This is an optimization exercise on Yosys and OpenROAD, whose aim is small area, a short achievable clock period and few clock cycles, not a production implementation.
RTL that was checked went through simulation tests only; none was proved equivalent to the original.
Only the layout flow was run in runs 1 and 2; the RTL was not checked for function there.
No activity file was given, so power comes from the tool's default toggle rates.

==> flow/design.v <==
module nn_ctr(
	input clk,
	input init,
	input step,
	output reg lay,         
	output reg bf,          
	output reg df,          
	output reg bp,          
	output reg [1:0] r,     
	output reg [1:0] j,     
	output reg [5:0] k,     
	output reg [6:0] n,     
	output reg nl,          
	output reg fin,         
	output lay_last,        
	output all_last         
);
	wire wph = !bf && !df;
	wire k_last = lay ? (k == 6'd49) : (k == 6'd48);
	wire n_last = lay ? (n == 7'd99) : (n == 7'd49);
	assign lay_last = nl && n_last && !lay;
	assign all_last = nl && n_last && lay;
	always @(posedge clk) begin
		if (init) begin
			lay <= 1'b0; bf <= 1'b0; df <= 1'b1; bp <= 1'b1; r <= 2'd0; j <= 2'd0;
			k <= 6'd0; n <= 7'd0; nl <= 1'b0; fin <= 1'b0;
		end else if (step) begin
			r <= r + 2'd1;
			nl <= wph && (r == 2'd2) && (lay || j == 2'd3) && k_last;
			if (r == 2'd3) begin
				if (df) begin
					df <= 1'b0;
					bf <= bp;
				end else if (bf) begin
					bf <= 1'b0;
					bp <= 1'b0;
				end else if (lay || j == 2'd3) begin
					j <= 2'd0;
					df <= 1'b1;
					if (k_last) begin
						k <= 6'd0;
						bp <= 1'b1;
						n <= n + 7'd1;
						if (n_last) begin
							if (!lay) lay <= 1'b1;
							else fin <= 1'b1;
						end
					end else
						k <= k + 6'd1;
				end else
					j <= j + 2'd1;
			end
		end
	end
endmodule
module accelerator(
input clk,
input reset_n,
output SDRAM_readn,
output SDRAM_writen,
output SDRAM_chipselect,
input SDRAM_waitrequest,
output [31:0] SDRAM_address,
output [1:0] SDRAM_byteenable,
input SDRAM_readdatavalid,
input [15:0] SDRAM_readdata,
output [15:0] SDRAM_writedata,
input start,
output done
);
assign SDRAM_chipselect = 1'b1;
assign SDRAM_byteenable = 2'b11;
localparam [16:0] B1_W = 17'd20000;
localparam [16:0] W1_W = 17'd20400;
localparam [16:0] Z1_W = 17'd71600;
localparam [16:0] Z2_W = 17'd91600;
localparam S_IDLE = 2'd0;
localparam S_RUN  = 2'd1;    
localparam S_END  = 2'd2;    
localparam S_DONE = 2'd3;
reg [1:0] st;
reg done_r;
reg o_rd, o_wr;
reg [16:0] o_addr;
reg [3:0] o_wd;
assign SDRAM_readn = ~o_rd;
assign SDRAM_writen = ~o_wr;
assign SDRAM_address = {14'd0, o_addr, 1'b0};
assign SDRAM_writedata = {3'd0, o_wd[3], 3'd0, o_wd[2], 3'd0, o_wd[1], 3'd0, o_wd[0]};
assign done = done_r;
wire idle = (st == S_IDLE);
wire adv = !(o_rd || o_wr) || !SDRAM_waitrequest;
reg rv_q;
reg [15:0] rd_q;
always @(posedge clk) begin
	rv_q <= SDRAM_readdatavalid;
	rd_q <= SDRAM_readdata;
end
reg wpend;             
reg wq;                
wire rd_ok = !wpend && (st == S_RUN) && !(s_bf && wq);
wire issue_wr = adv && wpend;
wire issue_rd = adv && rd_ok;
wire s_lay, s_bf, s_df, s_bp, s_nl, s_fin;
wire [1:0] s_r, s_j;
wire [5:0] s_k;
wire [6:0] s_n;
wire s_lay_last, s_all_last;
nn_ctr u_sctr(.clk(clk), .init(idle), .step(issue_rd),
	.lay(s_lay), .bf(s_bf), .df(s_df), .bp(s_bp), .r(s_r), .j(s_j), .k(s_k), .n(s_n), .nl(s_nl), .fin(s_fin),
	.lay_last(s_lay_last), .all_last(s_all_last));
wire p_lay, p_bf, p_df, p_bp, p_nl, p_fin;
wire [1:0] p_r, p_j;
wire [5:0] p_k;
wire [6:0] p_n;
wire p_lay_last, p_all_last;
nn_ctr u_pctr(.clk(clk), .init(idle), .step(rv_q),
	.lay(p_lay), .bf(p_bf), .df(p_df), .bp(p_bp), .r(p_r), .j(p_j), .k(p_k), .n(p_n), .nl(p_nl), .fin(p_fin),
	.lay_last(p_lay_last), .all_last(p_all_last));
reg [3:0] wi;          
reg w_lay;
reg [16:0] a_base;
reg [8:0] a_off;
always @(*) begin
	if (wpend) begin
		if (!w_lay) begin
			a_base = Z1_W - 17'd1 + 17'd50 * wi[1:0];
			a_off = {2'd0, p_n};
		end else begin
			a_base = Z2_W - 17'd204 + 17'd200 * wi[3:2];
			a_off = {p_n, wi[1:0]};
		end
	end else if (s_bf) begin
		a_base = B1_W;
		a_off = {s_n, s_r};
	end else if (!s_lay) begin
		a_base = 17'd49 * s_r;
		a_off = {3'd0, s_k};
	end else begin
		a_base = Z1_W + 17'd50 * s_r;
		a_off = {3'd0, s_k};
	end
end
wire [16:0] a_sum = a_base + a_off;
wire s_isw = !s_bf && !s_df;
reg [16:0] s_w;        
reg [16:0] s_wstep;
always @(*) begin
	if (s_nl)
		s_wstep = 17'd1;
	else if (s_r != 2'd3)
		s_wstep = s_lay ? 17'd50 : 17'd196;
	else
		s_wstep = s_lay ? (17'd1 - 17'd150) : (17'd1 - 17'd588);
end
always @(posedge clk) begin
	if (idle)
		s_w <= W1_W;
	else if (issue_rd && s_isw)
		s_w <= s_w + s_wstep;
end
reg [15:0] img [0:3];
reg signed [14:0] acc0 [0:3];
reg signed [14:0] acc1 [0:3];
reg signed [14:0] acc2 [0:3];
reg signed [14:0] acc3 [0:3];
wire signed [14:0] bclamp = (rd_q[15:13] == 3'b000 || rd_q[15:13] == 3'b111) ? rd_q[14:0] :
                            (rd_q[15] ? 15'h6000 : 15'h1fff);
wire [3:0] zor = {|rd_q[15:12], |rd_q[11:8], |rd_q[7:4], |rd_q[3:0]};
function signed [5:0] wsum;
	input [15:0] w;
	input [3:0] m;
	reg signed [5:0] t0, t1, t2, t3;
	begin
		t0 = m[0] ? {{2{w[3]}},  w[3:0]}   : 6'sd0;
		t1 = m[1] ? {{2{w[7]}},  w[7:4]}   : 6'sd0;
		t2 = m[2] ? {{2{w[11]}}, w[11:8]}  : 6'sd0;
		t3 = m[3] ? {{2{w[15]}}, w[15:12]} : 6'sd0;
		wsum = (t0 + t1) + (t2 + t3);
	end
endfunction
reg q_v, q_b;
reg signed [14:0] q_bias;
reg signed [5:0] q_d [0:3];
reg e0;         
integer i;
always @(posedge clk) begin
	q_v <= rv_q && !p_df;
	q_b <= p_bf;
	q_bias <= bclamp;
	for (i = 0; i < 4; i = i + 1)
		q_d[i] <= wsum(rd_q, img[i][3:0]);
	for (i = 0; i < 4; i = i + 1)
		if (rv_q && p_df && p_r == i)
			img[i] <= {rd_q[15:4], p_lay ? zor : rd_q[3:0]};
		else if (rv_q && !p_df && !p_bf && p_r == 2'd3)
			img[i] <= {rd_q[15:12], img[i][15:4]};
	if (q_v)
		for (i = 0; i < 4; i = i + 1) begin
			acc0[i] <= acc1[i];
			acc1[i] <= acc2[i];
			acc2[i] <= acc3[i];
			acc3[i] <= q_b ? q_bias : acc0[i] + q_d[i];
		end
end
wire [3:0] res [0:3];
genvar gi;
generate for (gi = 0; gi < 4; gi = gi + 1) begin : g_res
	assign res[gi] = {~acc3[gi][14], ~acc2[gi][14], ~acc1[gi][14], ~acc0[gi][14]};
end endgenerate
wire w_last = w_lay ? (wi == 4'd15) : (wi[1:0] == 2'd3);
always @(posedge clk) begin
	if (!reset_n) begin
		st <= S_IDLE;
		done_r <= 1'b0;
		o_rd <= 1'b0;
		o_wr <= 1'b0;
		e0 <= 1'b0;
		wpend <= 1'b0;
		wq <= 1'b0;
	end else begin
		e0 <= rv_q && p_nl && !idle;
		case (st)
		S_IDLE: if (start) st <= S_RUN;
		S_RUN:  if (issue_rd && s_all_last) st <= S_END;
		S_END:  if (!wq && !o_wr) begin st <= S_DONE; done_r <= 1'b1; end
		S_DONE: if (!start) begin st <= S_IDLE; done_r <= 1'b0; end
		default: st <= S_IDLE;
		endcase
		if (adv) begin
			o_wr <= wpend;
			o_rd <= rd_ok;
		end
		if (issue_wr && w_last) begin
			wpend <= 1'b0;
			wq <= 1'b0;
		end else begin
			if (e0)
				wpend <= 1'b1;
			if (issue_rd && s_nl)
				wq <= 1'b1;
		end
	end
end
always @(posedge clk) begin
	if (adv) begin
		o_addr <= (!wpend && s_isw) ? s_w : a_sum;
		o_wd <= w_lay ? {3'd0, res[wi[3:2]][wi[1:0]]} : res[wi[1:0]];
	end
	if (idle) begin
		wi <= 4'd0;
		w_lay <= 1'b0;
	end else if (issue_wr) begin
		if (w_last) begin
			wi <= 4'd0;
			w_lay <= p_lay;
		end else
			wi <= wi + 4'd1;
	end
end
endmodule
==> flow/run.sh <==
#!/bin/bash
# synth_recipe.tcl (not shown) runs the flow's synth.tcl, then flattens the netlist and writes it again
# the make line also repeats each setting of config.mk as NAME=value (left out here)
make -C /OpenROAD-flow-scripts/flow DESIGN_CONFIG=/design/flow/config.mk WORK_HOME=/design/flow/orfs CLKGATE_MAP_FILE= SYNTH_SCRIPT=/design/flow/synth_recipe.tcl finish
==> flow/config.mk <==
export PLATFORM = sky130hd
export DESIGN_NAME = accelerator
export DESIGN_NICKNAME = accelerator
export VERILOG_FILES = /design/flow/design.v
export SDC_FILE = /design/flow/constraint.sdc
export NUM_CORES = 4
export LEC_CHECK = 0
export ABC_AREA = 1
export ABC_CLOCK_PERIOD_IN_PS = 2500
export CAP_MARGIN = 5
export CORE_MARGIN = 2
export CORE_UTILIZATION = 60
export CTS_BUF_LIST = sky130_fd_sc_hd__clkbuf_8
export CTS_CLUSTER_DIAMETER = 60
export CTS_CLUSTER_SIZE = 16
export PLACE_DENSITY = 0.75
export SETUP_SLACK_MARGIN = 4.8
export SLEW_MARGIN = 5
==> flow/constraint.sdc <==
create_clock -name core_clock -period 7.5 [get_ports {clk}]
set_input_delay 1.5000 -clock core_clock [delete_from_list [all_inputs] [get_ports {clk}]]
set_output_delay 1.5000 -clock core_clock [all_outputs]
set_load 0.01 [all_outputs]
==> impl_results.md, run 1 <==
- Synth area leaders: edfxtp_1 (43%), dfxtp_1 (12%), ha_1 (7.5%), nand2_1 (7.1%), o21ai_0 (4.1%)
- H-tree depth: 2
- HP Start: acc3[2][4]
- CTS tree: yes
- Final setup skew: between 30 and 40 ps
- Part of the power in registers: 0.462
- Reg-to-reg setup timing slack: about 4800 ps
- Power per cell area: between 200 and 300 nW/µm²
- Vias in the first global route: 15.5k
- HP Class: flip-flop to flip-flop
- Mean Syn Cell Area: approximately 10 µm²
- # setup viols final: 0
- Worst Hold End: acc2[2][4]
- DRT antenna net count: 0
- Initial DRT Pass Iterations: 5
- Net Sw Power: approximately 2.4 mW
- Setup TNS: 0 ps
- Slew of the pin with the lowest slew margin: 1120 ps
- # IOs: 75
- DP Wirelength: roughly 34000 µm
- Maximum fanout along the worst path: 7
- Layout area overhead: 10.4%
- Final WL: between 40000 and 50000 µm
- DR iter-0 viols: approximately 1.2k
- Clock share of power: 0.205
- Synth warn: 8
- Top delay family on crit path: simple AND/OR/NAND/NOR gates
- Die area: between 30000 and 40000 µm²
- Via count: 15.9k
- Number of synthesized register bits: between 400 and 500
- Pin count of the biggest net entering global routing: slightly above 90
- Antenna cells: 0
- Max-slew violation count: 0
- CP Launch Type: flip-flop
- Leakage power: roughly 10 nW
- Std cell rows: ~70
- Placed insts: 2689
- Highest clock rate: about 0.37 GHz
- Gpl congestion: approximately 0.9
- Worst Setup End Kind: flip-flop
- Post-synthesis instance area: approximately 23000 µm²
- Synth cell count leaders: nand2_1 (424), edfxtp_1 (325), inv_1 (246), o21ai_0 (186), a21oi_1 (169)
- Outcome: timing/DRC/antenna clean
- Crit path time final: between 2000 and 3000 ps
- Post-route non-filler standard cell count: 2819
- Fillers: between 2k and 3k
- First-pass GRT wire length: around 77000 µm
- Drt drc: 0
- Final hold viol count: 0
- Slowest cell on the critical path: dfxtp_4
- Worst slew margin: 0.257
- Critical setup path kind: flip-flop to flip-flop
- Antenna violations before repair: 0
- Bufs and invs on worst path: 6
- Chip width: slightly below 200 µm
- Peak supply drop: 0.281 mV
- Port bufs: between 40 and 50
- Sequential-to-total area share from yosys stat: 0.550
- Avg WL per Cell: ~18 µm
- CP cell instances: clkinvlp_4, buf_4, buf_4, nor2_1, nand2_1, nand3_1, o221ai_2, ha_1, nand2_1, inv_2, nand4_1, nand2_1, nand2_2, buf_4, buf_4, nand3_1, nand2_1
- Final nets: about 2.5k
- Asr flop ratio synth: 0
- RSZ-0062 raised after global routing: true
- Reg clk slew, reported paths: approximately 110 ps
- All-Layer GR Usage: 0.252
- Post-Syn Instances: ~2.2k
- Sw Share: 0.352
- Synth Flop Type: edfxtp_1
- Share of post-route cells with drive strength above 1: 0.125
- R2R cell count: 17
- Root buf cell: clkbuf_8
- Crit path DAT: 3090 ps
- DR vias/cell: 5.65
- EDFF count, synth: ~330
- Clock Latency Late Sink: 620 ps
- Hold_buf cts: 0
- Cell taking the most area after synthesis: edfxtp_1
- Part of the cycle the worst path needs: 0.364
- CTS buffer count: 39
- Internal Power: about 4.5 mW
- Worst r2r dst: o_addr[8]
- Initial core utilization: 0.605
- Total global routing overflow: 0
- Most frequent cell after synthesis: nand2_1
- CTS max path bufs: 3
- Yosys top cell area share: 0.432
- Logic pwr share: 0.333
- Number of library cell types mapped by synthesis: 60
- Maxcap violations: 0
- Critical Path Max Stage Delay: roughly 420 ps
- Worst endpoint required time: 7850 ps
- Reg2reg start: u_sctr.lay
- Sink Count: ~460
- Die Y-Extent: 198 µm
- Placeable Area: roughly 37000 µm²
- Worst Hold Depth: 0
- Tot Pwr: around 6.9 mW
==> flip-flops by register name, indices dropped and copies added, names as in the netlist, 2 cells and up <==
signal,count
img,64
acc0,60
acc1,60
acc2,60
acc3,60
q_d,24
o_addr,17
s_w,17
rd_q,16
q_bias,15
u_pctr.n,7
u_sctr.n,7
u_pctr.k,6
u_sctr.k,6
o_wd,4
wi,4
st,2
u_pctr.j,2
u_pctr.r,2
u_sctr.j,2
u_sctr.r,2
==> placed cells by master, fill, tap and decap left out, types with 10 or more instances in the layout <==
cell type and count:
nand3_1 76, dfxtp_4 11, ha_1 119, o21bai_1 12, xor2_1 45, nor3_1 17, inv_2 24, fa_1 35
clkbuf_8 41, nand2_2 17, nand3b_1 10, nand2_1 408, inv_1 240, a21o_1 11, buf_4 62, o21ai_1 11
buf_2 22, ha_4 10, nor2_1 112, nand4_1 24, xnor2_1 14, clkdlybuf4s50_1 19, edfxtp_1 325, a21oi_1 164
o21ai_0 178, o31ai_1 12, dfxtp_1 113, conb_1 30, o22ai_1 15
==> power groups by stage <==
stage | sequential [mW] | combinational [mW] | clock, mW
3_3_place_gp | 3.24 | 2.10 | 0
2_1_floorplan | 3.20 | 1.64 | 0
6_report | 3.20 | 2.31 | 1.42
5_1_grt | 3.21 | 2.63 | 1.54
4_1_cts | 3.19 | 2.21 | 1.45
3_5_place_dp | 3.25 | 2.17 | 0
==> cell type report <==
cell class / count / area, µm² / share of cell area
Sequential cell: 457 / 12500 / 0.500
Multi-Input combinational cell: 1453 / 9290 / 0.373
Inverter: 257 / 1000 / 0.0403
Timing Repair Buffer: 108 / 817 / 0.0328
Tap cell: 474 / 593 / 0.0238
Clock buffer: 41 / 564 / 0.0226
Clock inverter: 29 / 199 / 0.00798
==> routing by layer <==
metal	vias up	wire (µm)	part of all wire	track usage
met4	0	2200	0.045	0.123
met1	7541	21300	0.43	0.326
met5	-	0	0	0
met2	476	23500	0.48	0.420
met3	147	2410	0.049	0.0371
li1	7761	-	-	-
==> logic make-up after synthesis <==
family,share of synthesized area
AND/OR/NAND/NOR,0.135
AO/OA/AOI/OAI,0.117
flip-flops,0.550
buffers and inverters,0.0608
adder cells (fa/ha/maj),0.112
XOR/XNOR,0.0233
multiplexers,0.00150
other,0.000333
==> metrics by stage <==
stage,util,hold WS [ps],setup WS (ps),area [µm²]
floorplan,-,374,4800,22700
global placement,0.626,386,4140,23300
detailed placement,0.626,398,4060,23300
CTS,0.652,392,4790,24300
global route,0.668,396,4630,24900
finish,0.668,401,4770,24900
==> worst max path at each step <==
stage          slack [ps]    endpoint         from  cells past startpoint
6_report             4770   o_addr[8]   u_sctr.lay                     17
5_1_grt              4630  o_addr[11]  u_sctr.r[0]                     15
4_1_cts              4790  o_addr[11]   u_sctr.lay                     14
3_5_place_dp         4060  o_addr[11]        wpend                     14
3_3_place_gp         4140  o_addr[11]        wpend                     14
2_1_floorplan        4800   o_addr[8]        wi[0]                     13
==> what timing repair did <==
| item | CTS | global route |
|---|---|---|
| pin swaps | 19 | 55 |
| gates resized for setup | 157 | 89 |
| cloned | 0 | 1 |
| endpoints found under the setup margin | 56 | 52 |
| hold endpoints to repair | 0 | 0 |
| setup buffers | 20 | 39 |
==> run 2, diff against run 1 <==
--- a/flow/design.v
+++ b/flow/design.v
@@ -179,15 +179,13 @@
 		wsum = (t0 + t1) + (t2 + t3);
 	end
 endfunction
-reg q_v, q_b;
-reg signed [14:0] q_bias;
+reg q_v;
 reg signed [5:0] q_d [0:3];
+wire ld_b = rv_q && p_bf;
 reg e0;         
 integer i;
 always @(posedge clk) begin
-	q_v <= rv_q && !p_df;
-	q_b <= p_bf;
-	q_bias <= bclamp;
+	q_v <= rv_q && !p_df && !p_bf;
 	for (i = 0; i < 4; i = i + 1)
 		q_d[i] <= wsum(rd_q, img[i][3:0]);
 	for (i = 0; i < 4; i = i + 1)
@@ -195,12 +193,12 @@
 			img[i] <= {rd_q[15:4], p_lay ? zor : rd_q[3:0]};
 		else if (rv_q && !p_df && !p_bf && p_r == 2'd3)
 			img[i] <= {rd_q[15:12], img[i][15:4]};
-	if (q_v)
+	if (q_v || ld_b)
 		for (i = 0; i < 4; i = i + 1) begin
 			acc0[i] <= acc1[i];
 			acc1[i] <= acc2[i];
 			acc2[i] <= acc3[i];
-			acc3[i] <= q_b ? q_bias : acc0[i] + q_d[i];
+			acc3[i] <= ld_b ? bclamp : acc0[i] + q_d[i];
 		end
 end
 wire [3:0] res [0:3];
==> impl_results.md, run 2 <==
- Outcome: timing/DRC/antenna clean
- CTS max path bufs: 3 (unchanged)
- Slew of the pin with the lowest slew margin: 950 ps (-165 ps)
- Drt drc: 0 (unchanged)
- EDFF count, synth: 325 (unchanged)
- Placeable Area: 36700 µm² (-1.6%)
- Asr flop ratio synth: 0 (unchanged)
- Synth warn: 8 (unchanged)
- Number of synthesized register bits: 441 (-3.5%)
- Net Sw Power: 2.46 mW (+0.90%)
- Antenna cells: 0 (unchanged)
- Initial core utilization: 0.611 (+0.00578)
- Synth cell count leaders: nand2_1 (516), edfxtp_1 (325), inv_1 (252), a21oi_1 (181), o21ai_0 (162)
- Synth Flop Type: edfxtp_1
- Mean Syn Cell Area: 9.88 µm² (-3.2%)
- Sink Count: 441 (-3.5%)
- Number of library cell types mapped by synthesis: 57 (-5.0%)
- Leakage power: 10.5 nW (+1.0%)
- Reg clk slew, reported paths: 100 ps (about the same)
- Maximum fanout along the worst path: 5 (-2)
- DR vias/cell: 5.71 (+1.1%)
- Part of the power in registers: 0.446 (-0.016)
- Final core occ: 0.681 (+0.0130)
- Post-synthesis instance area: 22400 µm² (-0.70%)
- Final hold viol count: 0 (unchanged)
- CTS tree: yes
- Internal Power: 4.44 mW (-0.91%)
- Max FFs per register: 64 (unchanged)
- Crit path time final: 2740 ps (+4.54 ps)
- Slowest cell on the critical path: dfxtp_4
- Share of post-route cells with drive strength above 1: 0.130 (+0.00499)
- Clock Latency Late Sink: 610 ps (about the same)
- Bufs and invs on worst path: 2 (-4)
- Total global routing overflow: 0 (unchanged)
- DRT antenna net count: 0 (unchanged)
- Crit path DAT: 3110 ps (+20 ps)
- CP cell instances: buf_6, clkinvlp_4, ha_4, o21ai_0, nand2_1, o22ai_1, ha_4, a21o_1, a21oi_2, nand3_2, or2_4, nand3_1, nand2_1
- Initial DRT Pass Iterations: 6 (+1)
- Antenna violations before repair: 1 (+1)
- Via count: 16.4k (+2.9%)
- Worst slew margin: 0.366 (+0.110)
- First-pass GRT wire length: 80300 µm (+3.8%)
- Yosys top cell area share: 0.436 (+0.00307)
- Setup TNS: 0 ps (unchanged)
- Root buf cell: clkbuf_8
- Worst Setup End Kind: flip-flop
- Die area: 38900 µm² (-0.69%)
- Most common cell after layout, fill and taps aside: nand2_1
- Critical setup path kind: flip-flop to flip-flop
- Die Y-Extent: 197 µm (-0.35%)
- Part of the cycle the worst path needs: 0.365 (+0.000605)
- Cell taking the most area after synthesis: edfxtp_1
- Most frequent cell after synthesis: nand2_1
- Sequential-to-total area share from yosys stat: 0.539 (-0.0104)
- CP Launch Type: flip-flop
- DP Wirelength: 34900 µm (+3.7%)
- Highest clock rate: 0.365 GHz (-0.17%)
- Commonest non-fill, non-tap cells in the layout: nand2_1 (499), edfxtp_1 (325), inv_1 (246)
- Std cell rows: 70 (-1.4%)
- Avg WL per Cell: 17.9 µm (+2.0%)
- # setup viols final: 0 (unchanged)
- Vias in the first global route: 16.0k (+2.9%)
- Final WL: 51200 µm (+3.8%)
- Max-slew violation count: 0 (unchanged)
- # IOs: 75 (unchanged)
- All-Layer GR Usage: 0.262 (+0.00939)
- Critical Path Max Stage Delay: 400 ps (-20 ps)
- Pin count of the biggest net entering global routing: 95 (+2.2%)
- Final setup skew: 35.0 ps (+3.20 ps)
- Gpl congestion: 0.926 (+3.3%)
- Layout area overhead: 11.5%
- Top delay family on crit path: compound AO/OA/AOI/OAI gates
- Synth area leaders: edfxtp_1 (44%), dfxtp_1 (10%), nand2_1 (8.6%), ha_1 (7.5%), inv_1 (4.2%)
- Chip width: 197 µm (-0.35%)
- HP Class: flip-flop to flip-flop
- Post-Syn Instances: 2267 (+2.5%)
- Maxcap violations: 0 (unchanged)
- Final nets: 2569 (+2.2%)
- H-tree depth: 2 (unchanged)
- CTS buffer count: 39 (unchanged)
- Power per cell area: 276 nW/µm² (-0.55%)
- Peak supply drop: 0.283 mV (+0.71%)
- Sw Share: 0.356 (+0.00413)
- RSZ-0062 raised after global routing: true
- Port bufs: 44 (unchanged)
- Worst endpoint required time: 7870 ps (+20 ps)
- Clock share of power: 0.209 (+0.004)
- Logic pwr share: 0.345 (+0.012)
- DR iter-0 viols: 1252 (+3.6%)
- Largest reg by FF count: img
## run 2: cell types whose count changed in the layout (fill, tap and decap cells not counted), moves of 7 or more
cell	change
nand2_1	+91
nand3_1	+36
o21ai_0	-21
dfxtp_1	-17
buf_4	-14
o31ai_1	-10
inv_2	-9
xnor2_1	+9
nor3_1	-8
a21oi_2	+7
## run 2: path summary, 6_finish.rpt
path	start	to	slack, ps	cells after the start
worst min register to register	acc1[0][10]	acc0[0][10]	410	0
worst max-delay path	u_sctr.r[1]	o_addr[9]	4760	13
worst max register to register	u_sctr.r[1]	o_addr[9]	4760	13
worst min-delay path	acc1[0][10]	acc0[0][10]	410	0
## run 2: stage by stage
step                      setup slack [ps]  instances  power (mW)  area (µm²)  hold WS (ps)
final                                 4760       2869        6.90       25000           409
after global routing                  4650       2869        7.37       25000           415
after CTS                             4750       2842        6.78       24300           411
after detailed placement              4030       2743        5.33       23200           405
after global placement                4060       2743        5.24       23200           401
after floorplan                       4680       2295        4.75       22600           400
## run 2: area by class of cell
class	count	area (µm²)
Multi-Input combinational cell	1532	9660
Timing Repair Buffer	99	795
Fill cell	2708	11700
Clock inverter	31	254
Tap cell	468	586
Sequential cell	441	12100
Clock buffer	40	551
Inverter	258	1010
## run 2: power groups by stage
stage               clock network (mW)  logic (mW)  registers (mW)
floorplan                            0        1.67            3.08
global placement                     0        2.12            3.12
detailed placement                   0        2.20            3.13
CTS                               1.47        2.23            3.08
global route                      1.54        2.72            3.10
finish                            1.44        2.38            3.08
## run 2: kinds of logic (layout without fill, tap and decap cells)
family | Yosys count | in the layout | synth area share
AO/OA/AOI/OAI | 424 | 425 | 0.104
XOR/XNOR | 68 | 68 | 0.0266
adder cells (fa/ha/maj) | 177 | 177 | 0.113
buffers and inverters | 326 | 428 | 0.0606
flip-flops | 441 | 441 | 0.539
multiplexers | 3 | 3 | 0.00151
other | 2 | 30 | 0.000335
AND/OR/NAND/NOR | 826 | 829 | 0.155
## run 2: metal layers
layer,track usage,up-vias,share of wire
met5,0,-,0
met4,0.131,0,0.051
met3,0.0401,160,0.064
met2,0.433,575,0.47
met1,0.337,7778,0.41
li1,-,7875,-
## run 2: repair_timing
item                       in CTS  in global routing
gates resized for setup       164                105
setup endpoints to repair     239                231
pin swaps                      20                 44
setup buffers                  27                 24
hold buffers                    0                  0
cloned                          1                  3
## run 2: worst register-to-register path, cell delays in order, from the launching register on
cell and delay, ps:
dfxtp_4 400, buf_6 120, clkinvlp_4 120, ha_4 190
o21ai_0 150, nand2_1 90, o22ai_1 240, ha_4 270
a21o_1 230, a21oi_2 180, nand3_2 140, or2_4 250
nand3_1 70, nand2_1 60
==> run 3, diff against run 2 <==
--- a/flow/design.v
+++ b/flow/design.v
@@ -124,20 +124,40 @@
 always @(*) begin
 	if (wpend) begin
 		if (!w_lay) begin
-			a_base = Z1_W - 17'd1 + 17'd50 * wi[1:0];
+			case (wi[1:0])
+			2'd0: a_base = Z1_W - 17'd1;
+			2'd1: a_base = Z1_W - 17'd1 + 17'd50;
+			2'd2: a_base = Z1_W - 17'd1 + 17'd100;
+			default: a_base = Z1_W - 17'd1 + 17'd150;
+			endcase
 			a_off = {2'd0, p_n};
 		end else begin
-			a_base = Z2_W - 17'd204 + 17'd200 * wi[3:2];
+			case (wi[3:2])
+			2'd0: a_base = Z2_W - 17'd204;
+			2'd1: a_base = Z2_W - 17'd204 + 17'd200;
+			2'd2: a_base = Z2_W - 17'd204 + 17'd400;
+			default: a_base = Z2_W - 17'd204 + 17'd600;
+			endcase
 			a_off = {p_n, wi[1:0]};
 		end
 	end else if (s_bf) begin
 		a_base = B1_W;
 		a_off = {s_n, s_r};
 	end else if (!s_lay) begin
-		a_base = 17'd49 * s_r;
+		case (s_r)
+		2'd0: a_base = 17'd0;
+		2'd1: a_base = 17'd49;
+		2'd2: a_base = 17'd98;
+		default: a_base = 17'd147;
+		endcase
 		a_off = {3'd0, s_k};
 	end else begin
-		a_base = Z1_W + 17'd50 * s_r;
+		case (s_r)
+		2'd0: a_base = Z1_W;
+		2'd1: a_base = Z1_W + 17'd50;
+		2'd2: a_base = Z1_W + 17'd100;
+		default: a_base = Z1_W + 17'd150;
+		endcase
 		a_off = {3'd0, s_k};
 	end
 end
--- a/flow/config.mk
+++ b/flow/config.mk
@@ -14,5 +14,5 @@
 export CTS_CLUSTER_DIAMETER = 60
 export CTS_CLUSTER_SIZE = 16
 export PLACE_DENSITY = 0.75
-export SETUP_SLACK_MARGIN = 4.8
+export SETUP_SLACK_MARGIN = 4.9
 export SLEW_MARGIN = 5
==> impl_results.md, run 3 <==
- Post-route cell area: 25100 µm² (+0.36%)
- Layout area overhead: 11.4%
- CP Launch Point: o_addr[0]
- Avg WL per Cell: 17.4 µm (-2.6%)
- Synth area leaders: edfxtp_1 (43%), dfxtp_1 (10%), nand2_1 (9.4%), ha_1 (7.3%), inv_1 (4.0%)
- HP Class: flip-flop to flip-flop
- Critical setup path kind: flip-flop to primary output
- Met3 usage: 0.0392 (-0.000947)
- Clock share of power: 0.215 (+0.006)
- Multi-input gate area: 9700 µm² (+0.45%)
- Die area: 39100 µm² (+0.46%)
- Final WL: 50500 µm (-1.5%)
- Yosys top cell area share: 0.433 (-0.00203)
- Slew of the pin with the lowest slew margin: 1030 ps (+77.5 ps)
- Pin count of the biggest net entering global routing: 92 (-3.2%)
- Initial DRT Pass Iterations: 8 (+2)
- CTS buffer count: 39 (unchanged)
- CTS tree: yes
- Part of the cycle the worst path needs: 0.362 (-0.00324)
- Leakage power: 10.8 nW (+3.0%)
- # IOs: 75 (unchanged)
- Top delay family on crit path: flip-flops
- First-pass GRT wire length: 78400 µm (-2.4%)
- Initial core utilization: 0.612 (+0.00140)
- Via count: 16.3k (-0.35%)
- Root buf cell: clkbuf_8
- Crit path DAT: 1210 ps (-1900 ps)
- Cell taking the most area after synthesis: edfxtp_1
- Setup TNS: 0 ps (unchanged)
- Final nets: 2599 (+1.2%)
- Crit path time final: 2710 ps (-24.3 ps)
- Die Y-Extent: 198 µm (+0.23%)
- Placeable Area: 36800 µm² (+0.24%)
- # setup viols final: 0 (unchanged)
- Top Usage Layer GRT: met2
- Multiplexer area fraction after synthesis: 0.00150 (-0.00000704)
- GR Util met2: 0.437 (+0.00391)
- CP cell instances: buf_2
- Std cell rows: 70 (unchanged)
- Reg-to-reg setup timing slack: 4790 ps (+20 ps)
- CTS max path bufs: 3 (unchanged)
- Post-route non-filler standard cell count: 2902 (+1.2%)
- Final core occ: 0.682 (+0.000794)
- Number of synthesized register bits: 441 (unchanged)
- Maxcap violations: 0 (unchanged)
- H-tree depth: 2 (unchanged)
- Sequential-to-total area share from yosys stat: 0.537 (-0.00252)
- Final setup skew: 52.6 ps (+17.6 ps)
- Chip width: 198 µm (+0.23%)
- Xor and xnor fraction of the mapped netlist area: 0.0245 (-0.00207)
- Reg2reg start: img[0][0]
- Outcome: timing/DRC/antenna clean
- Largest reg by FF count: img
- Synth cell count leaders: nand2_1 (561), edfxtp_1 (325), inv_1 (241), o21ai_0 (149), a21oi_1 (146)
- Met1 Resource Use GR: 0.328 (-0.00963)
- Sink Count: 441 (unchanged)
- EDFF count, synth: 325 (unchanged)
- DR vias/cell: 5.63 (-1.5%)
- Complex-gate fraction of the synthesized area: 0.0933 (-0.0108)
- CP Launch Type: flip-flop
- Post-Syn Instances: 2297 (+1.3%)
- Crit path to: SDRAM_address[1]
- Placed insts: 2776 (+1.2%)
- Net Sw Power: 2.49 mW (+1.3%)
- DP Wirelength: 34100 µm (-2.2%)
- Bufs and invs on worst path: 1 (-1)
- DR iter-0 viols: 1246 (-0.48%)
- Clock Latency Late Sink: 610 ps (about the same)
- Number of library cell types mapped by synthesis: 61 (+7.0%)
- Max-slew violation count: 0 (unchanged)
- Most frequent cell after synthesis: nand2_1
- Synth Flop Type: edfxtp_1
- Crit. path cell count: 1 (-12)
- Post-synthesis simple-gate area fraction: 0.174 (+0.0192)
- Most common cell after layout, fill and taps aside: nand2_1
- Total global routing overflow: 0 (unchanged)
- Critical Path Max Stage Delay: 440 ps (+40 ps)
- Commonest non-fill, non-tap cells in the layout: nand2_1 (547), edfxtp_1 (325), inv_1 (231)
- Max FFs per register: 64 (unchanged)
- Storage element area: 12100 µm² (unchanged)
- Hold_buf cts: 0 (unchanged)
- Post-synthesis instance area: 22500 µm² (+0.47%)
- Worst Setup End Kind: primary output
- Part of the power in registers: 0.436 (-0.010)
- Main combinational cell family by area after synthesis: simple AND/OR/NAND/NOR gates
- Gpl congestion: 0.953 (+3.0%)
- Reg clk slew, reported paths: 100 ps (about the same)
- Share of post-route cells with drive strength above 1: 0.134 (+0.00316)
- Maximum fanout along the worst path: 1 (-4)
- Final hold viol count: 0 (unchanged)
- Fillers: 2793 (+3.1%)
- Logic pwr share: 0.348 (+0.003)
- Antenna cells: 0 (unchanged)
- Drt drc: 0 (unchanged)
- Internal Power: 4.53 mW (+2.0%)
- Adder-cell share of the synthesized area: 0.110 (-0.00275)
- Sw Share: 0.355 (-0.00152)
- R2R cell count: 11 (-2)
- Peak supply drop: 0.231 mV (-18%)
- Asr flop ratio synth: 0 (unchanged)
- Highest clock rate: 0.369 GHz (+0.90%)
- Slowest cell on the critical path: edfxtp_1
- Worst slew margin: 0.314 (-0.0517)
- Port bufs: 44 (unchanged)
- Dpl cell area: 23300 µm² (+0.38%)
- Antenna violations before repair: 0 (-1)
- RSZ-0062 raised after global routing: true
- Power per cell area: 280 nW/µm² (+1.4%)
- All-Layer GR Usage: 0.255 (-0.00614)
- DRT antenna net count: 0 (unchanged)
- Vias in the first global route: 15.6k (-2.0%)
- Worst endpoint required time: 6000 ps (-1870 ps)
- Worst r2r dst: q_d[0][5]
- Synth warn: 8 (unchanged)
- Mean Syn Cell Area: 9.80 µm² (-0.84%)
run 3: how the worst min path moves through the flow:
stage	start	endpoint	slack, ps	depth (start not counted)
after detailed placement	acc1[0][11]	acc0[0][11]	400	0
final	acc2[0][12]	acc1[0][12]	410	0
after global placement	acc3[2][13]	acc2[2][13]	400	0
after CTS	acc3[0][7]	acc2[0][7]	420	0
after global routing	acc2[0][12]	acc1[0][12]	430	0
after floorplan	acc1[0][0]	acc0[0][0]	400	0
run 3: power by group through the flow:
stage / Sequential (mW) / Combinational, mW / Clock [mW]
final: 3.06 / 2.45 / 1.51
after global routing: 3.08 / 2.79 / 1.62
after CTS: 3.06 / 2.34 / 1.54
after detailed placement: 3.11 / 2.28 / 0
after global placement: 3.11 / 2.19 / 0
after floorplan: 3.08 / 1.74 / 0
run 3: cell families after synthesis:
logic type | Yosys count
flops | 441
xor+xnor | 63
simple gates | 920
mux | 3
other cells | 2
buf+inv | 315
fa+ha+maj | 173
compound gates | 380
run 3: area by class of cell:
type | count | share of cell area
clock inverters | 27 | 0.0106
flip-flops and latches | 441 | 0.484
inverters | 249 | 0.0386
well taps | 468 | 0.0234
multi-input cells | 1571 | 0.387
repair buffers | 103 | 0.0332
clock buffers | 43 | 0.0236
run 3: what timing repair did:
action	in CTS	in global routing
resized for setup	167	107
endpoints found under the setup margin	240	280
pin swaps	17	45
endpoints found under the hold margin	0	0
cloned	1	1
setup buffers	28	26
run 3: metal layers:
| metal | wire, µm | vias up |
|---|---|---|
| li1 | - | 7955 |
| met1 | 20800 | 7699 |
| met2 | 24300 | 535 |
| met3 | 3200 | 141 |
| met4 | 2140 | 0 |
| met5 | 0 | - |
run 3: through the flow:
| stage | power [mW] | hold WS, ps | setup slack (ps) |
|---|---|---|---|
| after floorplan | 4.81 | 400 | 4800 |
| after global placement | 5.30 | 400 | 3990 |
| after detailed placement | 5.39 | 405 | 3990 |
| after CTS | 6.95 | 417 | 4770 |
| after global routing | 7.49 | 429 | 4690 |
| final | 7.02 | 412 | 4790 |
Testbench counts of run 3, summed over its fixed seeds: cycles 376,972.
==> run 4, diff against run 3 <==
--- a/flow/config.mk
+++ b/flow/config.mk
@@ -14,5 +14,5 @@
 export CTS_CLUSTER_DIAMETER = 60
 export CTS_CLUSTER_SIZE = 16
 export PLACE_DENSITY = 0.75
-export SETUP_SLACK_MARGIN = 4.9
+export SETUP_SLACK_MARGIN = 4.7
 export SLEW_MARGIN = 5
==> impl_results.md, run 4 <==
- Sink Count: 441 (unchanged)
- Post-synthesis simple-gate area fraction: 0.174 (unchanged)
- Multiplexer area fraction after synthesis: 0.00150 (unchanged)
- Antenna cells: 0 (unchanged)
- First-pass GRT wire length: 79700 µm (+1.7%)
- All-Layer GR Usage: 0.259 (+0.00332)
- Worst Setup End Kind: primary output
- Max-slew violation count: 0 (unchanged)
- Multi-input gate area: 9430 µm² (-2.8%)
- Highest clock rate: 0.362 GHz (-1.9%)
- Synth warn: 8 (unchanged)
- Maximum fanout along the worst path: 1 (unchanged)
- CP cell instances: clkdlybuf4s15_1
- Antenna violations before repair: 1 (+1)
- Cell taking the most area after synthesis: edfxtp_1
- Synth area leaders: edfxtp_1 (43%), dfxtp_1 (10%), nand2_1 (9.4%), ha_1 (7.3%), inv_1 (4.0%)
- R2R cell count: 11 (unchanged)
- Top delay family on crit path: flip-flops
- Largest reg by FF count: img
- Crit. path cell count: 1 (unchanged)
- Slew of the pin with the lowest slew margin: 1050 ps (+23.0 ps)
- Xor and xnor fraction of the mapped netlist area: 0.0245 (unchanged)
- CP Launch Type: flip-flop
- Chip width: 198 µm (unchanged)
- DP Wirelength: 35000 µm (+2.5%)
- Synth Flop Type: edfxtp_1
- Power per cell area: 279 nW/µm² (-0.54%)
- Main combinational cell family by area after synthesis: simple AND/OR/NAND/NOR gates
- Sequential-to-total area share from yosys stat: 0.537 (unchanged)
- Maxcap violations: 0 (unchanged)
- Crit path DAT: 1260 ps (+50 ps)
- Final WL: 50100 µm (-0.63%)
- Leakage power: 10.5 nW (-2.4%)
- Worst r2r dst: q_d[0][5]
- Critical setup path kind: flip-flop to primary output
- Placeable Area: 36800 µm² (unchanged)
- Final hold viol count: 0 (unchanged)
- Final setup skew: 23.4 ps (-29.3 ps)
- HP Class: flip-flop to flip-flop
- Yosys top cell area share: 0.433 (unchanged)
- Die Y-Extent: 198 µm (unchanged)
- CTS max path bufs: 3 (unchanged)
- Gpl congestion: 0.941 (-1.3%)
- Via count: 16.2k (-0.96%)
- Avg WL per Cell: 17.5 µm (+0.37%)
- RSZ-0062 raised after global routing: true
- Die area: 39100 µm² (unchanged)
- DR iter-0 viols: 1268 (+1.8%)
- Slowest cell on the critical path: edfxtp_1
- CP Launch Point: o_addr[6]
- Post-Syn Instances: 2297 (unchanged)
- CTS buffer count: 39 (unchanged)
- # IOs: 75 (unchanged)
- Share of post-route cells with drive strength above 1: 0.0840 (-0.0495)
- Initial core utilization: 0.612 (unchanged)
- Mean Syn Cell Area: 9.80 µm² (unchanged)
- Initial DRT Pass Iterations: 8 (unchanged)
- Worst slew margin: 0.299 (-0.0153)
- Outcome: timing/DRC/antenna clean
- Vias in the first global route: 15.7k (+0.58%)
- Fillers: 2897 (+3.7%)
- Clock Latency Late Sink: 610 ps (about the same)
- Max FFs per register: 64 (unchanged)
- DRT antenna net count: 0 (unchanged)
- Part of the cycle the worst path needs: 0.368 (+0.00688)
- Hold_buf cts: 0 (unchanged)
- Adder-cell share of the synthesized area: 0.110 (unchanged)
- CTS tree: yes
- Number of synthesized register bits: 441 (unchanged)
- Total global routing overflow: 0 (unchanged)
- Number of library cell types mapped by synthesis: 61 (unchanged)
- Final Hold Slack: 409 ps (-2.63 ps)
- Post-route cell area: 24500 µm² (-2.1%)
- Crit path to: SDRAM_address[7]
- Drt drc: 0 (unchanged)
- Critical Path Max Stage Delay: 410 ps (-30 ps)
- Setup TNS: 0 ps (unchanged)
- Post-synthesis instance area: 22500 µm² (unchanged)
- Asr flop ratio synth: 0 (unchanged)
- Peak supply drop: 0.223 mV (-3.7%)
- Reg clk slew, reported paths: 100 ps (about the same)
- EDFF count, synth: 325 (unchanged)
- Port bufs: 44 (unchanged)
- HP Start: acc2[0][0]
- Std cell rows: 70 (unchanged)
- Worst endpoint required time: 6000 ps (about the same)
- Pin count of the biggest net entering global routing: 92 (unchanged)
- DR vias/cell: 5.63 (about the same)
- Final nets: 2568 (-1.2%)
- Most frequent cell after synthesis: nand2_1
- Complex-gate fraction of the synthesized area: 0.0933 (unchanged)
- Layout area overhead: 9.01%
- # setup viols final: 0 (unchanged)
- Root buf cell: clkbuf_8
- Bufs and invs on worst path: 1 (unchanged)
- Commonest non-fill, non-tap cells in the layout: nand2_1 (557), edfxtp_1 (325), inv_1 (245)
- Synth cell count leaders: nand2_1 (561), edfxtp_1 (325), inv_1 (241), o21ai_0 (149), a21oi_1 (146)
- Reg-to-reg setup timing slack: 4770 ps (-20 ps)
- H-tree depth: 2 (unchanged)
- Storage element area: 12100 µm² (-0.19%)
- Crit path time final: 2760 ps (+51.6 ps)
- Most common cell after layout, fill and taps aside: nand2_1
- Dpl cell area: 23300 µm² (about the same)
- Reg2reg start: img[0][1]
run 4: cell count changes in the layout (fill, tap and decap cells not counted), sizes merged, moves of 2 or more:
cell | previous run | this run
buf | 83 | 29
bufinv | 4 | 2
clkdlybuf4s15 | 0 | 16
clkinv | 11 | 7
clkinvlp | 1 | 4
dlygate4sd2 | 0 | 6
inv | 260 | 267
run 4: layer usage:
layer  GRT usage  part of all wire  vias up
li1            -                 -     7886
met2       0.447              0.48      485
met5           0                 0        -
met3      0.0325             0.054      119
met1       0.339              0.43     7683
met4      0.0877             0.033        0
run 4: worst min-delay path by stage:
stage | end | depth (start not counted)
2_1_floorplan | acc0[0][0] | 0
3_3_place_gp | acc2[0][8] | 0
3_5_place_dp | acc0[2][7] | 0
4_1_cts | acc1[0][0] | 0
5_1_grt | acc1[0][0] | 0
6_report | acc1[0][0] | 0
run 4: per-stage QoR:
step	setup WS [ps]	utilization	cells	total power, mW
3_5_place_dp	3930	0.633	2775	5.37
3_3_place_gp	4000	0.633	2775	5.31
6_report	4740	0.667	2873	6.84
2_1_floorplan	4720	-	2325	4.81
4_1_cts	4700	0.658	2855	6.79
5_1_grt	4630	0.667	2873	7.30
run 4: logic make-up after synthesis:
kind of cell / after synthesis
other: 2
DFF: 441
xor gates and xnor gates: 63
and+or+nand+nor: 920
buffers and inverters: 315
muxes: 3
AOI/OAI and AO/OA: 380
adders and majority gates: 173
run 4: where the power goes:
group	leakage [nW]	switching (mW)	internal [mW]
sequential	3.95	0.145	2.92
clock	0.451	0.851	0.592
combinational	6.14	1.45	0.875
run 4: cell type report:
type | instances | area share
clock buffers | 41 | 0.0230
repair buffers | 72 | 0.0270
inverters | 249 | 0.0392
well taps | 468 | 0.0239
clock inverters | 31 | 0.00953
multi-input cells | 1571 | 0.384
flip-flops and latches | 441 | 0.493
run 4: timing repair:
item / CTS / global route
setup endpoints to repair: 218 / 216
resized for setup: 67 / 66
pin swaps: 3 / 20
gates cloned: 1 / 1
setup buffers: 7 / 17
==> run 5, diff against run 4 <==
--- a/flow/config.mk
+++ b/flow/config.mk
@@ -14,5 +14,5 @@
 export CTS_CLUSTER_DIAMETER = 60
 export CTS_CLUSTER_SIZE = 16
 export PLACE_DENSITY = 0.75
-export SETUP_SLACK_MARGIN = 4.7
+export SETUP_SLACK_MARGIN = 4.5
 export SLEW_MARGIN = 5
==> impl_results.md, run 5 <==
- Port bufs: 44 (unchanged)
- Commonest non-fill, non-tap cells in the layout: nand2_1 (559), edfxtp_1 (325), inv_1 (251)
- HP Start: acc1[2][4]
- Vias in the first global route: 15.6k (-0.83%)
- DR vias/cell: 5.61 (-0.41%)
- Final nets: 2550 (-0.70%)
- Root buf cell: clkbuf_8
- DRT antenna net count: 0 (unchanged)
- Crit path time final: 2880 ps (+122 ps)
- Crit path DAT: 3040 ps (+1780 ps)
- Clock Latency Late Sink: 640 ps (+30 ps)
- Cell taking the most area after synthesis: edfxtp_1
- Antenna cells: 0 (unchanged)
- Initial core utilization: 0.612 (unchanged)
- Outcome: timing/DRC/antenna clean
- Number of library cell types mapped by synthesis: 61 (unchanged)
- Final Hold Slack: 416 ps (+6.43 ps)
- Power per cell area: 282 nW/µm² (+1.3%)
- Worst slew margin: 0.197 (-0.102)
- Post-synthesis instance area: 22500 µm² (unchanged)
- Worst Hold Depth: 0 (unchanged)
- Hold_buf cts: 0 (unchanged)
- Peak supply drop: 0.255 mV (+15%)
- Maximum fanout along the worst path: 240 (+239)
- Largest reg by FF count: img
- Most common cell after layout, fill and taps aside: nand2_1
- Worst Setup End Kind: flip-flop
- Pin count of the biggest net entering global routing: 241 (+160%)
- Avg WL per Cell: 17.1 µm (-1.9%)
- Die area: 39100 µm² (unchanged)
- All-Layer GR Usage: 0.259 (about the same)
- Reg-to-reg setup timing slack: 4620 ps (-150 ps)
- DR iter-0 viols: 1369 (+8.0%)
- CTS max path bufs: 3 (unchanged)
- Die Y-Extent: 198 µm (unchanged)
- Sequential-to-total area share from yosys stat: 0.537 (unchanged)
- Placement Setup Slack: 3980 ps (+42.4 ps)
- Post-route non-filler standard cell count: 2854 (-0.66%)
- CTS buffer count: 39 (unchanged)
- Synth cell count leaders: nand2_1 (561), edfxtp_1 (325), inv_1 (241), o21ai_0 (149), a21oi_1 (146)
- Number of synthesized register bits: 441 (unchanged)
- First-pass GRT wire length: 79500 µm (-0.18%)
- Synth warn: 8 (unchanged)
- Final hold viol count: 0 (unchanged)
- Drt drc: 0 (unchanged)
- Placeable Area: 36800 µm² (unchanged)
- Post-route cell area: 24200 µm² (-1.2%)
- Part of the cycle the worst path needs: 0.385 (+0.0162)
- # IOs: 75 (unchanged)
- Asr flop ratio synth: 0 (unchanged)
- Most frequent cell after synthesis: nand2_1
- Dpl cell area: 23300 µm² (about the same)
- Gpl congestion: 0.922 (-2.0%)
- Chip width: 198 µm (unchanged)
- EDFF count, synth: 325 (unchanged)
- Yosys top cell area share: 0.433 (unchanged)
- Via count: 16.0k (-1.1%)
- Max FFs per register: 64 (unchanged)
- Layout area overhead: 7.67%
- Share of post-route cells with drive strength above 1: 0.0583 (-0.0257)
- Sink Count: 441 (unchanged)
- Placed insts: 2775 (unchanged)
- # setup viols final: 0 (unchanged)
- Final setup skew: 42.0 ps (+18.6 ps)
- Reg2reg start: rv_q
- Total global routing overflow: 0 (unchanged)
- CP Launch Type: flip-flop
- Slew of the pin with the lowest slew margin: 1210 ps (+155 ps)
- Leakage power: 10.5 nW (-0.55%)
- Maxcap violations: 0 (unchanged)
- Std cell rows: 70 (unchanged)
- Post-Syn Instances: 2297 (unchanged)
- Worst Hold End: acc0[2][4]
- Fillers: 2928 (+1.1%)
- CTS tree: yes
- Initial DRT Pass Iterations: 6 (-2)
- Final WL: 48900 µm (-2.5%)
- Worst endpoint required time: 7650 ps (+1650 ps)
- Setup TNS: 0 ps (unchanged)
- Critical setup path kind: flip-flop to flip-flop
- Mean Syn Cell Area: 9.80 µm² (unchanged)
- Worst r2r dst: acc0[0][14]
- R2R cell count: 6 (-5)
- Highest clock rate: 0.347 GHz (-4.2%)
- Synth area leaders: edfxtp_1 (43%), dfxtp_1 (10%), nand2_1 (9.4%), ha_1 (7.3%), inv_1 (4.0%)
- Max-slew violation count: 0 (unchanged)
- Setup ws final: 4620 ps (-122 ps)
- Synth Flop Type: edfxtp_1
- H-tree depth: 2 (unchanged)
- Antenna violations before repair: 1 (unchanged)
- DP Wirelength: 34500 µm (-1.4%)
- HP Class: flip-flop to flip-flop
- Reg clk slew, reported paths: 100 ps (about the same)
- RSZ-0062 raised after global routing: true
-- run 5: timing repair --
action / 4_1_cts / 5_1_grt
setup buffers: 0 / 8
gates resized for setup: 30 / 28
setup endpoints to repair: 271 / 236
pin swaps: 0 / 1
-- run 5: cell families after synthesis --
logic type | Yosys count | share of synthesized area
and+or+nand+nor | 920 | 0.174
DFF | 441 | 0.537
AOI/OAI and AO/OA | 380 | 0.0933
buffers and inverters | 315 | 0.0595
adders and majority gates | 173 | 0.110
xor gates and xnor gates | 63 | 0.0245
muxes | 3 | 0.00150
other | 2 | 0.000334
-- run 5: area by class of cell --
type | count | area (µm²) | share of cell area
clock buffers | 42 | 578 | 0.0238
clock inverters | 29 | 256 | 0.0106
inverters | 249 | 951 | 0.0392
multi-input cells | 1569 | 9250 | 0.381
flip-flops and latches | 441 | 12100 | 0.499
well taps | 468 | 586 | 0.0242
repair buffers | 56 | 524 | 0.0216
-- run 5: power breakdown --
group / switching (mW) / internal, mW
clock network: 0.839 / 0.651
registers: 0.149 / 2.92
logic: 1.44 / 0.838
total: 2.43 / 4.41
-- run 5: how the worst max path moves through the flow --
stage,end,cells past startpoint,slack (ps),start
floorplan,acc0[0][0],3,4660,rv_q
global placement,u_sctr.k[2],11,4010,SDRAM_waitrequest
detailed placement,u_sctr.k[2],11,3980,SDRAM_waitrequest
CTS,o_addr[12],17,4490,wpend
global route,o_addr[9],14,4460,wi[1]
finish,acc0[0][14],6,4620,rv_q
-- run 5: worst max-delay path, stage by stage, from the launching register on --
cell and delay, ps:
dfxtp_1 380, nand2_2 90, buf_6 390, clkinv_2 350
buf_4 290, or2_4 260, buf_16 370
-- run 5: stage by stage --
stage | util | total power, mW
finish | 0.659 | 6.84
global route | 0.659 | 7.35
CTS | 0.655 | 6.87
detailed placement | 0.633 | 5.40
global placement | 0.633 | 5.33
floorplan | - | 4.81
-- run 5: metal layers --
| layer | up-vias | track usage | wire length [µm] |
|---|---|---|---|
| li1 | 7844 | - | - |
| met1 | 7581 | 0.352 | 21500 |
| met2 | 473 | 0.420 | 22800 |
| met3 | 102 | 0.0421 | 2770 |
| met4 | 0 | 0.100 | 1790 |
| met5 | - | 0 | 0 |
==> run 6, diff against run 5 <==
--- a/flow/config.mk
+++ b/flow/config.mk
@@ -14,5 +14,5 @@
 export CTS_CLUSTER_DIAMETER = 60
 export CTS_CLUSTER_SIZE = 16
 export PLACE_DENSITY = 0.75
-export SETUP_SLACK_MARGIN = 4.5
+export SETUP_SLACK_MARGIN = 4.6
 export SLEW_MARGIN = 5
==> impl_results.md, run 6 <==
- Outcome: timing/DRC/antenna clean
- Synth cell count leaders: nand2_1 (561), edfxtp_1 (325), inv_1 (241), o21ai_0 (149), a21oi_1 (146)
- Initial DRT Pass Iterations: 6 (unchanged)
- Worst endpoint required time: 6000 ps (-1650 ps)
- Highest clock rate: 0.354 GHz (+2.0%)
- Critical setup path kind: flip-flop to primary output
- Crit path DAT: 1330 ps (-1710 ps)
- Logic pwr share: 0.336 (+0.003)
- Storage element area: 12100 µm² (about the same)
- CTS tree: yes
- Max-slew violation count: 0 (unchanged)
- Gpl congestion: 0.922 (unchanged)
- Number of synthesized register bits: 441 (unchanged)
- HP Class: flip-flop to flip-flop
- Die area: 39100 µm² (unchanged)
- Sw Share: 0.356 (+0.000646)
- Largest reg by FF count: img
- Top delay family on crit path: flip-flops
- Max FFs per register: 64 (unchanged)
- Initial core utilization: 0.612 (unchanged)
- Critical Path Max Stage Delay: 380 ps (about the same)
- Maxcap violations: 0 (unchanged)
- Drt drc: 0 (unchanged)
- Net Sw Power: 2.44 mW (+0.65%)
- Asr flop ratio synth: 0 (unchanged)
- Avg WL per Cell: 17.2 µm (+0.66%)
- Worst Setup End Kind: primary output
- Synth warn: 8 (unchanged)
- Placeable Area: 36800 µm² (unchanged)
- Std cell rows: 70 (unchanged)
- Die Y-Extent: 198 µm (unchanged)
- Internal Power: 4.43 mW (+0.37%)
- CP cell instances: inv_1, dlygate4sd2_1
- Final setup skew: 37.6 ps (-4.37 ps)
- First-pass GRT wire length: 79700 µm (+0.16%)
- Sink Count: 441 (unchanged)
- Sequential-to-total area share from yosys stat: 0.537 (unchanged)
- # IOs: 75 (unchanged)
- Leakage power: 10.6 nW (+0.74%)
- Placed insts: 2775 (unchanged)
- DRT antenna net count: 0 (unchanged)
- Root buf cell: clkbuf_8
- CTS max path bufs: 3 (unchanged)
- Most common cell after layout, fill and taps aside: nand2_1
- Peak supply drop: 0.255 mV (-0.24%)
- DR vias/cell: 5.63 (+0.35%)
- Power per cell area: 282 nW/µm² (-0.23%)
- Multi-input gate area: 9320 µm² (+0.76%)
- Vias in the first global route: 15.6k (+0.17%)
- Via count: 16.1k (+0.71%)
- EDFF count, synth: 325 (unchanged)
- Maximum fanout along the worst path: 3 (-99%)
- Layout area overhead: 8.43%
- Cell taking the most area after synthesis: edfxtp_1
- Antenna violations before repair: 1 (unchanged)
- H-tree depth: 2 (unchanged)
- Commonest non-fill, non-tap cells in the layout: nand2_1 (559), edfxtp_1 (325), inv_1 (250)
- Post-route non-filler standard cell count: 2864 (+0.35%)
- Clock share of power: 0.217 (about the same)
- Final nets: 2560 (+0.39%)
- Reg clk slew, reported paths: 100 ps (about the same)
- Yosys top cell area share: 0.433 (unchanged)
- Final hold viol count: 0 (unchanged)
- Synth Flop Type: edfxtp_1
- Pin count of the biggest net entering global routing: 241 (unchanged)
- Reg-to-reg setup timing slack: 4690 ps (+70 ps)
- DP Wirelength: 34500 µm (unchanged)
- Slowest cell on the critical path: dfxtp_2
- Chip width: 198 µm (unchanged)
- Number of library cell types mapped by synthesis: 61 (unchanged)
- CTS buffer count: 39 (unchanged)
- Most frequent cell after synthesis: nand2_1
- Fillers: 2896 (-1.1%)
- Total global routing overflow: 0 (unchanged)
- Clock Latency Late Sink: 640 ps (about the same)
- RSZ-0062 raised after global routing: true
- Post-synthesis instance area: 22500 µm² (unchanged)
- Part of the power in registers: 0.447 (-0.002)
- Bufs and invs on worst path: 2 (-2)
- Crit path time final: 2830 ps (-56.1 ps)
- Final WL: 49400 µm (+1.0%)
- Post-Syn Instances: 2297 (unchanged)
- Setup TNS: 0 ps (unchanged)
- Worst slew margin: 0.265 (+0.0680)
- CP Launch Type: flip-flop
- Antenna cells: 0 (unchanged)
- Synth area leaders: edfxtp_1 (43%), dfxtp_1 (10%), nand2_1 (9.4%), ha_1 (7.3%), inv_1 (4.0%)
- Port bufs: 44 (unchanged)
- DR iter-0 viols: 1307 (-4.5%)
- All-Layer GR Usage: 0.259 (+0.000338)
- Share of post-route cells with drive strength above 1: 0.0697 (+0.0114)
- Part of the cycle the worst path needs: 0.377 (-0.00749)
- Mean Syn Cell Area: 9.80 µm² (unchanged)
- Final Hold Slack: 412 ps (-3.23 ps)
- # setup viols final: 0 (unchanged)
- Hold_buf cts: 0 (unchanged)
- Slew of the pin with the lowest slew margin: 1100 ps (-103 ps)
## run 6: cell counts after synthesis
No cell type changed its count.
## run 6: worst reg2reg max path, stage by stage, from the launching register on
cell and delay (ps):
dfxtp_4 450, inv_6 100, nor2_4 180, inv_1 120
o22ai_1 130, a221oi_1 90, ha_1 270, fa_2 370
nand3_1 90, nand3_1 140, nand2_1 100, nand3_1 100
nand2_1 90, nand2_1 80, nand2_1 60, nand2_1 50
nand3_1 70, nand2_1 60
## run 6: timing repair
action | 4_1_cts | 5_1_grt
hold endpoints to repair | 0 | 0
cloned | 0 | 1
buffers inserted | 3 | 14
pin swaps | 0 | 3
endpoints found under the setup margin | 274 | 126
gates resized for setup | 38 | 44
## run 6: cell families after synthesis
logic type	share of synthesized area
buffers and inverters	0.0595
AOI/OAI and AO/OA	0.0933
other	0.000334
muxes	0.00150
adders and majority gates	0.110
and+or+nand+nor	0.174
DFF	0.537
xor gates and xnor gates	0.0245
## run 6: power groups by stage
stage          clock network, mW  logic (mW)  registers [mW]
4_1_cts                     1.53        2.27            3.07
6_report                    1.49        2.31            3.07
3_5_place_dp                   0        2.27            3.13
2_1_floorplan                  0        1.74            3.08
5_1_grt                     1.62        2.67            3.09
3_3_place_gp                   0        2.21            3.12
## run 6: path summary, 6_finish.rpt
kind / cells past startpoint / startpoint / to
worst min-delay path: 0 / acc1[2][4] / acc0[2][4]
worst max register to register: 17 / wpend / o_addr[12]
worst max-delay path: 2 / o_wr / SDRAM_writen
worst min register to register: 0 / acc1[2][4] / acc0[2][4]
## run 6: routing by layer
metal / vias to the layer above / track usage / share of wire
li1: 7868 / - / -
met1: 7665 / 0.353 / 0.44
met2: 476 / 0.421 / 0.47
met3: 104 / 0.0422 / 0.055
met4: 0 / 0.0983 / 0.034
met5: - / 0 / 0
## run 6: layout make-up
| class | count | area share |
|---|---|---|
| Clock buffer | 42 | 0.0237 |
| Multi-Input combinational cell | 1569 | 0.382 |
| Inverter | 249 | 0.0391 |
| Timing Repair Buffer | 66 | 0.0254 |
| Sequential cell | 441 | 0.496 |
| Tap cell | 468 | 0.0240 |
| Clock inverter | 29 | 0.0105 |
## run 6: per-stage QoR
stage	util	worst slack, ps	cell area [µm²]	power (mW)
6_report	0.664	4670	24400	6.87
5_1_grt	0.664	4470	24400	7.38
4_1_cts	0.657	4490	24200	6.88
3_5_place_dp	0.633	3980	23300	5.40
3_3_place_gp	0.633	4010	23300	5.33
2_1_floorplan	-	4660	22600	4.81
==> run 7, diff against run 6 <==
--- a/flow/config.mk
+++ b/flow/config.mk
@@ -14,5 +14,5 @@
 export CTS_CLUSTER_DIAMETER = 60
 export CTS_CLUSTER_SIZE = 16
 export PLACE_DENSITY = 0.75
-export SETUP_SLACK_MARGIN = 4.6
+export SETUP_SLACK_MARGIN = 4.8
 export SLEW_MARGIN = 5
==> impl_results.md, run 7 <==
- # IOs: 75 (unchanged)
- Crit path time final: 2740 ps (-89.8 ps)
- DR vias/cell: 5.67 (+0.70%)
- Setup ws final: 4760 ps (+89.8 ps)
- RSZ-0062 raised after global routing: true
- Chip width: 198 µm (unchanged)
- Worst endpoint required time: 8020 ps (+2020 ps)
- Placeable Area: 36800 µm² (unchanged)
- Layout area overhead: 9.83%
- Placement Setup Slack: 3980 ps (+7.17 ps)
- DRT antenna net count: 0 (unchanged)
- Port bufs: 44 (unchanged)
- HP Start: acc2[1][6]
- CTS tree: yes
- Gpl congestion: 0.930 (+0.86%)
- Critical setup path kind: flip-flop to flip-flop
- Synth warn: 8 (unchanged)
- Storage element area: 12100 µm² (+0.17%)
- Mean Syn Cell Area: 9.80 µm² (unchanged)
- Peak supply drop: 0.215 mV (-15%)
- Initial DRT Pass Iterations: 7 (+1)
- Pin count of the biggest net entering global routing: 83 (-66%)
- Leakage power: 10.6 nW (+0.62%)
- Total global routing overflow: 0 (unchanged)
- Power per cell area: 279 nW/µm² (-0.92%)
- Avg WL per Cell: 17.4 µm (+0.70%)
- Multi-input gate area: 9590 µm² (+2.9%)
- Most frequent cell after synthesis: nand2_1
- Yosys top cell area share: 0.433 (unchanged)
- CTS max path bufs: 3 (unchanged)
- CTS buffer count: 39 (unchanged)
- Reg2reg start: rd_q[2]
- Number of synthesized register bits: 441 (unchanged)
- Worst Hold End: acc1[1][6]
- Part of the cycle the worst path needs: 0.365 (-0.0120)
- Worst slew margin: 0.315 (+0.0501)
- Final WL: 50100 µm (+1.5%)
- Max-slew violation count: 0 (unchanged)
- H-tree depth: 2 (unchanged)
- Antenna cells: 0 (unchanged)
- Worst Hold Depth: 0 (unchanged)
- HP Class: flip-flop to flip-flop
- Final nets: 2582 (+0.86%)
- Cell taking the most area after synthesis: edfxtp_1
- Synth cell count leaders: nand2_1 (561), edfxtp_1 (325), inv_1 (241), o21ai_0 (149), a21oi_1 (146)
- Die Y-Extent: 198 µm (unchanged)
- DP Wirelength: 35000 µm (+1.4%)
- Asr flop ratio synth: 0 (unchanged)
- Crit path DAT: 3260 ps (+1930 ps)
- Outcome: timing/DRC/antenna clean
- Reg clk slew, reported paths: 90 ps (about the same)
- Initial core utilization: 0.612 (unchanged)
- Maximum fanout along the worst path: 7 (+4)
- Antenna violations before repair: 0 (-1)
- All-Layer GR Usage: 0.258 (-0.00159)
- Sequential-to-total area share from yosys stat: 0.537 (unchanged)
- Slowest cell on the critical path: fa_1
- Synth Flop Type: edfxtp_1
- CP cell instances: nand2_1, fa_1, inv_1, fa_1, inv_1, fa_2, o21ai_2, xor2_1
- CP Launch Type: flip-flop
- Worst r2r dst: q_d[0][5]
- DR iter-0 viols: 1253 (-4.1%)
- EDFF count, synth: 325 (unchanged)
- Critical Path Max Stage Delay: 610 ps (+230 ps)
- Final setup skew: 36.8 ps (-0.829 ps)
- Share of post-route cells with drive strength above 1: 0.113 (+0.0436)
- Post-Syn Instances: 2297 (unchanged)
- Root buf cell: clkbuf_8
- Clock Latency Late Sink: 610 ps (-30 ps)
- Max FFs per register: 64 (unchanged)
- Reg-to-reg setup timing slack: 4760 ps (+70 ps)
- # setup viols final: 0 (unchanged)
- Highest clock rate: 0.365 GHz (+3.3%)
- Setup TNS: 0 ps (unchanged)
- Maxcap violations: 0 (unchanged)
- Sink Count: 441 (unchanged)
- Std cell rows: 70 (unchanged)
- R2R cell count: 8 (-9)
- Most common cell after layout, fill and taps aside: nand2_1
- Die area: 39100 µm² (unchanged)
- Worst Setup End Kind: flip-flop
- Slew of the pin with the lowest slew margin: 1030 ps (-75.0 ps)
- Via count: 16.4k (+1.5%)
- Number of library cell types mapped by synthesis: 61 (unchanged)
- Commonest non-fill, non-tap cells in the layout: nand2_1 (551), edfxtp_1 (325), inv_1 (240)
- Vias in the first global route: 15.7k (+0.71%)
- Synth area leaders: edfxtp_1 (43%), dfxtp_1 (10%), nand2_1 (9.4%), ha_1 (7.3%), inv_1 (4.0%)
- First-pass GRT wire length: 79200 µm (-0.62%)
- Post-synthesis instance area: 22500 µm² (unchanged)
- Drt drc: 0 (unchanged)
- Largest reg by FF count: img
- Final hold viol count: 0 (unchanged)
- Fillers: 2838 (-2.0%)
==> run 7: cell counts after synthesis <==
Identical to the previous run, type by type.
==> run 7: timing repair <==
item | in CTS | in global routing
endpoints found under the hold margin | 0 | 0
gates resized for setup | 153 | 79
hold buffers | 0 | 0
setup endpoints to repair | 212 | 149
setup buffers | 20 | 18
cloned | 0 | 1
pin swaps | 19 | 33
==> run 7: report_power, final <==
| part | leakage, nW | switching, mW | internal [mW] |
|---|---|---|---|
| combinational | 6.22 | 1.50 | 0.913 |
| clock | 0.454 | 0.831 | 0.591 |
| sequential | 3.95 | 0.142 | 2.92 |
| total | 10.6 | 2.47 | 4.43 |
==> run 7: how the worst max path moves through the flow <==
stage / start / to / slack (ps) / cells past startpoint
2_1_floorplan: rv_q / acc0[0][0] / 4800 / 3
3_3_place_gp: SDRAM_waitrequest / u_sctr.k[2] / 4010 / 11
3_5_place_dp: SDRAM_waitrequest / u_sctr.k[2] / 3980 / 11
4_1_cts: u_sctr.bf / o_addr[12] / 4720 / 16
5_1_grt: u_sctr.r[0] / o_addr[12] / 4630 / 17
6_report: rd_q[2] / q_d[0][5] / 4760 / 8
==> run 7: cell families after synthesis <==
family / count (synthesis) / share of synthesized area
muxes: 3 / 0.00150
and+or+nand+nor: 920 / 0.174
buffers and inverters: 315 / 0.0595
AOI/OAI and AO/OA: 380 / 0.0933
DFF: 441 / 0.537
other: 2 / 0.000334
xor gates and xnor gates: 63 / 0.0245
adders and majority gates: 173 / 0.110
==> run 7: routing by layer <==
layer  vias to the layer above  global-route usage  part of all wire
met5                         -                   0                 0
met4                         0               0.106             0.034
met3                       111              0.0347             0.058
met2                       510               0.442              0.49
met1                      7806               0.331              0.42
li1                       7924                   -                 -
==> run 7: worst max-delay path: cells and delay by family (launching register included) <==
family / cells / cell delay [ps]
AO/OA/AOI/OAI: 1 / 150
XOR/XNOR: 1 / 210
adder cells (fa/ha/maj): 3 / 1580
buffers and inverters: 2 / 160
flip-flops: 1 / 460
AND/OR/NAND/NOR: 1 / 110
==> run 7: cell type report <==
class,instances,area share
repair buffers,87,0.0270
flip-flops and latches,441,0.490
multi-input cells,1570,0.388
well taps,468,0.0237
inverters,249,0.0389
clock buffers,43,0.0239
clock inverters,28,0.00850
==> run 7: metrics by stage <==
stage / cell area (µm²) / std cells / util / hold WS [ps] / total power, mW
global route: 24700 / 2886 / 0.672 / 415 / 7.37
global placement: 23300 / 2776 / 0.633 / 400 / 5.31
finish: 24700 / 2886 / 0.672 / 416 / 6.90
detailed placement: 23300 / 2776 / 0.633 / 405 / 5.39
floorplan: 22600 / 2325 / - / 400 / 4.81
CTS: 24300 / 2867 / 0.661 / 417 / 6.84

separate check: timing with driven ports:
In the flow no input, the clock included, has a driving cell. The finished layouts below were timed again as built, in two steps. Step 1 assumes that a clkbuf_16 drives the clock port and a buf_2 every other input. Step 2 also shifts input and output timing later by t, the mid clock arrival at the registers, as if the neighbouring blocks saw the same clock. Slacks: no drivers / after step 1 / after step 2; pairs: no drivers / after step 1.
run | t, ns | slack for setup (ns) | worst setup path at the end | cell pins on the clock port's net
run 1 | 0.651 | 4.768 / 4.768 / 4.442 | input to register | 1
run 2 | 0.645 | 4.764 / 4.758 / 4.574 | input to register | 1
run 3 | 0.633 | 4.788 / 4.738 / 4.501 | input to register | 1
run 4 | 0.654 | 4.737 / 4.684 / 4.186 | input to register | 1
run 5 | 0.675 | 4.615 / 4.591 / 3.973 | input to register | 1
run 6 | 0.670 | 4.671 / 4.620 / 4.060 | input to register | 1
run 7 | 0.636 | 4.761 / 4.737 / 4.241 | input to register | 1
After both steps every run listed still meets setup and hold. The setup slack of run 5, which loses most, moves by -0.024 ns with the drivers and by -0.642 ns with both steps.
